Context: an optimization exercise on an open-source flow, tuned for small area and a short achievable clock period. The choices shown serve that exercise and are no tape-out recipe. The RTL was checked by simulation tests, not by an equivalence proof against the original design. Power and IR drop assume default switching activity.

10-19:
// pic_core
module pic_core(
    input            clk,
    input            rst,
    input[31:0]      irq,
    output           exi,
    output[4:0]      exi_code,
    input            mgmt_req,
    input[31:0]      mgmt_adr,
    output reg       mgmt_ack,
    input            mgmt_rwn,
    input[1:0]       mgmt_wen,
    input[31:0]      mgmt_txd,
    output reg       mgmt_rxe,
    output[31:0]     mgmt_rxd
);
make LEC_CHECK=0 ABC_AREA=1 CAP_MARGIN=20 CORE_MARGIN=2 CORE_UTILIZATION=60 CTS_BUF_LIST='sky130_fd_sc_hd__clkbuf_8 sky130_fd_sc_hd__clkbuf_16' CTS_CLUSTER_DIAMETER=100 CTS_CLUSTER_SIZE=24 SETUP_SLACK_MARGIN=3.2 SLEW_MARGIN=20 TNS_END_PERCENT=0 finish   # period 5.0 ns
run.sh (not shown) runs the stock make flow with config.mk's settings and CLKGATE_MAP_FILE= SYNTH_SCRIPT=/design/flow/synth_recipe.tcl, a recipe that flattens the netlist after the stock synthesis.
What 07-04 does differently from 10-19 at the input level:
- changing SETUP_SLACK_MARGIN from 3.2 to 3.5
Results
- 07-04 finished end to end and its layout was clean on timing, DRC and antenna.
- The combinational group share of total power of 07-04 is higher than that of 10-19.
- 07-04 vs 10-19: total wire length after detailed routing up by a few percent
- Post-CTS resize count for 07-04: 7 up relative to 10-19
- The final cycle utilization of the critical path was comparable across 07-04 and 10-19.
- Re number of cell instances on the worst register-to-register path: 10-19 was higher than 07-04.
- 07-04 gives more worst-case setup slack after placement than 10-19 did.
- Global-route wire length before repair: 07-04 vs 10-19 up about 3%
- Going from 10-19 to 07-04, proportion of cell area occupied by multi-input gates picked up an extra 2.1 points; met3 usage lost 0.20 points.
- Summary of 07-04 over 10-19: worst slack on hold paths now smaller; final design instance area without fill shows an increase of 1200 um2.


Another version of the RTL of pic_core (not shown whole).
Size in the first run: about 2700 cells after synthesis, ~140 I/O pins, ~34000 µm² of cells after synthesis.
make LEC_CHECK=0 CAP_MARGIN=20 CORE_MARGIN=2 CORE_UTILIZATION=60 CTS_BUF_LIST='sky130_fd_sc_hd__clkbuf_8 sky130_fd_sc_hd__clkbuf_16' CTS_CLUSTER_DIAMETER=100 CTS_CLUSTER_SIZE=24 SETUP_SLACK_MARGIN=4.0 SLEW_MARGIN=20 TNS_END_PERCENT=1 finish   # period 5.0 ns
The baseline passed the timing, DRC and antenna checks.
Then changed:
--- a/flow/config.mk
+++ b/flow/config.mk
@@ -7,5 +7,6 @@
 export LEC_CHECK = 0
+export ABC_AREA = 1
 export CAP_MARGIN = 20
 export CORE_MARGIN = 2
-export CORE_UTILIZATION = 60
+export CORE_UTILIZATION = 72
 export CTS_BUF_LIST = sky130_fd_sc_hd__clkbuf_8 sky130_fd_sc_hd__clkbuf_16
@@ -13,4 +14,4 @@
 export CTS_CLUSTER_SIZE = 24
-export SETUP_SLACK_MARGIN = 4.0
+export SETUP_SLACK_MARGIN = 3.5
 export SLEW_MARGIN = 20
-export TNS_END_PERCENT = 1
+export TNS_END_PERCENT = 0
Outcome:
- design area goes up by 1.4%
- global-route usage goes up by 7.1 points
- non-clock buffer count goes down by 69
- count of clock-buffer cells in the layout stays the same
- final cell count goes up by 42%
- synthesized cell count goes up by 66%
- wire length goes up by 12%
- setup slack is better by 0.21 ns
Then changed:
--- a/flow/config.mk
+++ b/flow/config.mk
@@ -10,3 +10,3 @@
 export CORE_MARGIN = 2
-export CORE_UTILIZATION = 72
+export CORE_UTILIZATION = 60
 export CTS_BUF_LIST = sky130_fd_sc_hd__clkbuf_8 sky130_fd_sc_hd__clkbuf_16
Result: Global-route usage came out lower by 5.5 points; design area is higher by about 0.7%; clock power went up by about 2%; count of clock-buffer cells in the layout stays the same; worst hold slack gets worse by 0.0056 ns; routed wire length barely changes; setup slack improves by 0.036 ns; combinational power went down by about 2%; power is about the same.
Then changed:
--- a/flow/config.mk
+++ b/flow/config.mk
@@ -7,3 +7,2 @@
 export LEC_CHECK = 0
-export ABC_AREA = 1
 export CAP_MARGIN = 20
After rerunning: The changed run ran to the end with no violations; clock-buffer cell count does not change; worst setup slack loses 0.23 ns; routed wire length is lower by 12%; non-clock buffer count went up by 47; via count falls by 25%; critical path depth increases by 4; maximum frequency falls by 10%; power shrinks by 4.6%; cell area is lower by 3.2%; worst hold slack is worse by 0.0032 ns.

static timing again, ports no longer ideal:
No port has a modelled driver above. Below, the same layouts with a new extraction and two added sets of constraints.
Step 1: set_driving_cell puts a clkbuf_16 on clk and a buf_2 on each other input, an assumption about the parent block.
Step 2, shift: input delay + t, output delay - t, t = (earliest + latest rising clock arrival at the registers) / 2. This alone moves slack from input paths to output paths.
a / b / c = ideal ports / drivers / drivers and shift; a / b = the first two.
run	t, ns	setup WS [ns]	worst setup path at the end	latest minus earliest clock arrival (ns)	slew at the worst register clock pin (ns)
10-19	0.654	2.886 / 2.826 / 2.557	input to register	0.024 / 0.024	0.10 / 0.10
07-04	0.645	2.890 / 2.827 / 2.681	input to register	0.019 / 0.020	0.10 / 0.10
the first run of note 2	0.646	2.670 / 2.670 / 2.565	input to register	0.024 / 0.024	0.10 / 0.10
the second run of note 2	0.662	2.878 / 2.812 / 2.491	input to register	0.020 / 0.020	0.10 / 0.10
the third run of note 2	0.657	2.913 / 2.851 / 2.462	input to register	0.037 / 0.036	0.10 / 0.10
the fourth run of note 2	0.649	2.682 / 2.682 / 2.556	input to register	0.023 / 0.023	0.10 / 0.10
After both steps setup and hold are still met in every run listed. For the third run of note 2, which loses most, drivers alone change the setup slack by -0.062 ns; drivers and shift together by -0.451 ns.
